Source: an optimization exercise on an open RTL-to-GDS flow (aim: small area, a short achievable clock period and few clock cycles per item). Production flows keep margins and buffers that such runs may drop. In this exercise RTL edits were held to simulation tests only and were not proved equivalent to the original. Power is estimated from default activity; no workload was simulated.

build 92:
// aq_axi_sdma64
module aq_axi_sdma64
(
  input         ARESETN,
  input         ACLK,
  input [15:0]  S_AXI_AWADDR,
  input [3:0]   S_AXI_AWCACHE,
  input [2:0]   S_AXI_AWPROT,
  input         S_AXI_AWVALID,
  output        S_AXI_AWREADY,
  input [31:0]  S_AXI_WDATA,
  input [3:0]   S_AXI_WSTRB,
  input         S_AXI_WVALID,
  output        S_AXI_WREADY,
  output        S_AXI_BVALID,
  input         S_AXI_BREADY,
  output [1:0]  S_AXI_BRESP,
  input [15:0]  S_AXI_ARADDR,
  input [3:0]   S_AXI_ARCACHE,
  input [2:0]   S_AXI_ARPROT,
  input         S_AXI_ARVALID,
  output        S_AXI_ARREADY,
  output [31:0] S_AXI_RDATA,
  output [1:0]  S_AXI_RRESP,
  output        S_AXI_RVALID,
  input         S_AXI_RREADY,
  output [0:0]  M_AXI_AWID,
  output [31:0] M_AXI_AWADDR,
  output [7:0]  M_AXI_AWLEN,
  output [2:0]  M_AXI_AWSIZE,
  output [1:0]  M_AXI_AWBURST,
  output        M_AXI_AWLOCK,
  output [3:0]  M_AXI_AWCACHE,
  output [2:0]  M_AXI_AWPROT,
  output [3:0]  M_AXI_AWQOS,
  output [0:0]  M_AXI_AWUSER,
  output        M_AXI_AWVALID,
  input         M_AXI_AWREADY,
  output [63:0] M_AXI_WDATA,
  output [7:0]  M_AXI_WSTRB,
  output        M_AXI_WLAST,
  output [0:0]  M_AXI_WUSER,
  output        M_AXI_WVALID,
  input         M_AXI_WREADY,
  input [0:0]   M_AXI_BID,
  input [1:0]   M_AXI_BRESP,
  input [0:0]   M_AXI_BUSER,
  input         M_AXI_BVALID,
  output        M_AXI_BREADY,
  output [0:0]  M_AXI_ARID,
  output [31:0] M_AXI_ARADDR,
  output [7:0]  M_AXI_ARLEN,
  output [2:0]  M_AXI_ARSIZE,
  output [1:0]  M_AXI_ARBURST,
  output [1:0]  M_AXI_ARLOCK,
  output [3:0]  M_AXI_ARCACHE,
  output [2:0]  M_AXI_ARPROT,
  output [3:0]  M_AXI_ARQOS,
  output [0:0]  M_AXI_ARUSER,
  output        M_AXI_ARVALID,
  input         M_AXI_ARREADY,
  input [0:0]   M_AXI_RID,
  input [63:0]  M_AXI_RDATA,
  input [1:0]   M_AXI_RRESP,
  input         M_AXI_RLAST,
  input [0:0]   M_AXI_RUSER,
  input         M_AXI_RVALID,
  output        M_AXI_RREADY,
  input [63:0]  W_AXIS_TDATA,
  input         W_AXIS_TVALID,
  output        W_AXIS_TREADY,
  input [7:0]   W_AXIS_TSTRB,
  input         W_AXIS_TKEEP,
  input         W_AXIS_TLAST,
  output [63:0] R_AXIS_TDATA,
  output        R_AXIS_TVALID,
  input         R_AXIS_TREADY,
  output        R_AXIS_TLAST,
  input         W_FRAME_SYNC,
  input         R_FRAME_SYNC,
  output        INTERRUPT
);
For scale: about 2,000 cells after synthesis, about 670 flip-flops, roughly 550 I/O pins, about 29,000 um^2 of cells after synthesis.
clock: 5.5 ns
lec_check: 0
abc_clock_period_in_ps: 2000
cap_margin: 20
core_margin: 2
core_utilization: 60
cts_cluster_diameter: 60
cts_cluster_size: 30
place_density: 0.7
setup_slack_margin: 3.2
slew_margin: 20
standard.sh (not shown) runs the stock make flow with config.mk's settings and CLKGATE_MAP_FILE= SYNTH_SCRIPT=/design/flow/synth_recipe.tcl, a recipe that flattens the netlist after the stock synthesis.
==> flow/flow/run.sh <==
#!/bin/bash
set -euo pipefail
export BUFFER_PORTS_ARGS="-buffer_cell sky130_fd_sc_hd__buf_1"
bash standard.sh > standard.log 2>&1
Testbench counts of build 92, summed over its fixed seeds: cycles 113,529, bytes 935,008.
Input-level comparison between trial 75 and build 92:
Settings: a change of PLACE_DENSITY from 0.7 to 0.8; a change of CTS_CLUSTER_DIAMETER from 60 to 70; a change of CORE_UTILIZATION from 60 to 70; a change of SETUP_SLACK_MARGIN from 3.2 to 3.25; a deleted ABC_CLOCK_PERIOD_IN_PS that had been 2000; a change of CTS_CLUSTER_SIZE from 30 to 32; an added ABC_AREA of 1.
## What came out
The total wire length after detailed routing in trial 75 is 1.12 times that in build 92. Looking at global-route wire length before repair, trial 75 sits 14,000 um above build 92. There was hardly any difference in combinational group share of total power between trial 75 and build 92. Measured against trial 75, the half-perimeter wire length of the detailed placement result of build 92 comes out at 0.880 times the reference value. Taking build 92 as the reference, in trial 75 signed area change from the synthesized netlist to the final layout has decreased; clock skew after layout saw a decrease. The final reports for trial 75 and build 92 show synthesized netlist cell count higher in the former. Status: share of the final layout cell area in sequential cells parity (trial 75, build 92). Number of non-clock buffers (lower): trial 75. Diff build 92 -> trial 75: largest vdd supply drop lower, count of sequential standard cells roughly the same.

aq_axi_sdma64 again, from the RTL that the note above started with.
Settings: LEC_CHECK=0, ABC_AREA=1, CAP_MARGIN=20, CORE_MARGIN=2, CORE_UTILIZATION=65, CTS_CLUSTER_DIAMETER=40, CTS_CLUSTER_SIZE=20, PLACE_DENSITY=0.75, SETUP_SLACK_MARGIN=3.2, SLEW_MARGIN=20; clock period 5.5 ns.
Scripts as last shown in full above: flow/flow/run.sh
The first run passed the timing, design-rule and antenna checks.
Testbench counts at the start, summed over its fixed seeds: cycles 113,529, bytes 935,008.
Next try:
==> flow/flow/run.sh (replaced) <==
#!/bin/bash
set -euo pipefail
export BUFFER_PORTS_ARGS="-buffer_cell sky130_fd_sc_hd__buf_1"
export RECOVER_POWER=100
bash standard.sh > standard.log 2>&1
- ABC_AREA: 1 -> not set
- ABC_CLOCK_PERIOD_IN_PS: not set -> 2200
- CTS_CLUSTER_DIAMETER: 40 -> 60
- CTS_CLUSTER_SIZE: 20 -> 30
=> With this change the flow completed, yet does not pass: capacitance limit, slew limit. Final area went down by a few percent. Routed wire length falls by roughly a tenth. Clock skew went up by 0.015 ns.
Next try:
==> flow/flow/run.sh (replaced) <==
#!/bin/bash
set -euo pipefail
export BUFFER_PORTS_ARGS="-buffer_cell sky130_fd_sc_hd__buf_1"
bash standard.sh > standard.log 2>&1
Outcome:
- The new run finished clean
- total power is higher slightly
- non-clock buffer count is unchanged
- synthesized area is unchanged
- design area is higher slightly
- hold slack degrades by 0.10 ns
- wire length stays flat
- core utilization is higher by 1.1 points
- via count is about the same
Next try:
- ABC_AREA: not set -> 1
- ABC_CLOCK_PERIOD_IN_PS: 2200 -> not set
- CORE_UTILIZATION: 65 -> 70
- GPL_ROUTABILITY_DRIVEN: not set -> 0
- PLACE_DENSITY: 0.75 -> 0.8
=> Routed wire length goes up by 12%. Setup slack improves by 0.041 ns. Power goes down by 6.5%. Fmax goes up by 1.7%.
Next try:
- ABC_AREA: 1 -> not set
- ABC_CLOCK_PERIOD_IN_PS: not set -> 2200
- CORE_UTILIZATION: 70 -> 65
- GPL_ROUTABILITY_DRIVEN: 0 -> not set
- PLACE_DENSITY: 0.8 -> 0.75
- SETUP_SLACK_MARGIN: 3.2 -> 3.0
Result: The new run passed the timing, design-rule and antenna checks; worst hold slack is worse by 0.0059 ns; global-route usage went down by 6.3 points; design area went down by about 2.2%; synthesized area went down by about 1.6%; non-clock buffer count drops by 58; total power grows by about 3.2%; maximum frequency went down by about 5%; setup slack gets worse by 0.12 ns; register-to-register slack gets worse by 0.10 ns; combinational power goes down by 5.0%.
Next try:
- SETUP_SLACK_MARGIN: 3.0 -> 3.35
The new run passed the timing, design-rule and antenna checks.
Power grows by a few percent.
Worst hold slack gets better by 0.011 ns.
Global-route usage grows by 1.2 points.
Register-to-register slack gets better by 0.24 ns.
Utilization grows by 4.2 points.
Final area grows by a few percent.
Sequential power shrinks by a few percent.
Routed wire length grows by a few percent.
Fmax grows by a few percent.

==> re-timing with driven ports <==
Ports are ideal in the flow. The routed layouts listed here were re-timed in OpenROAD. Step 1, drivers: a clkbuf_16 drives ACLK and a buf_2 each remaining input, both assumed. Step 2 adds t to the input delays and takes it off the output delays; t is the mean of the earliest and latest rising clock arrival at the registers after step 1. Input paths then give back, and output paths get back, about the clock's delay inside the block. Slacks: ideal ports / drivers / drivers and shift; pairs: ideal ports / drivers.
run	shift t [ns]	setup slack, ns	worst setup path after step 2
build 92	0.659	3.042 / 2.983 / 2.627	input to register
trial 75	0.641	3.184 / 3.125 / 2.690	input to register
the first run of note 2	0.673	3.129 / 3.068 / 2.598	input to register
the second run of note 2	0.649	2.012 / 2.023 / 1.383	input to register
the third run of note 2	0.649	3.114 / 3.055 / 2.672	input to register
the fourth run of note 2	0.651	3.155 / 3.120 / 2.636	input to register
the fifth run of note 2	0.653	3.032 / 2.972 / 2.495	input to register
the sixth run of note 2	0.664	3.131 / 3.067 / 2.728	input to register
The setup slack of the second run of note 2, which loses most, moves by +0.011 ns with the drivers and by -0.629 ns with both steps.
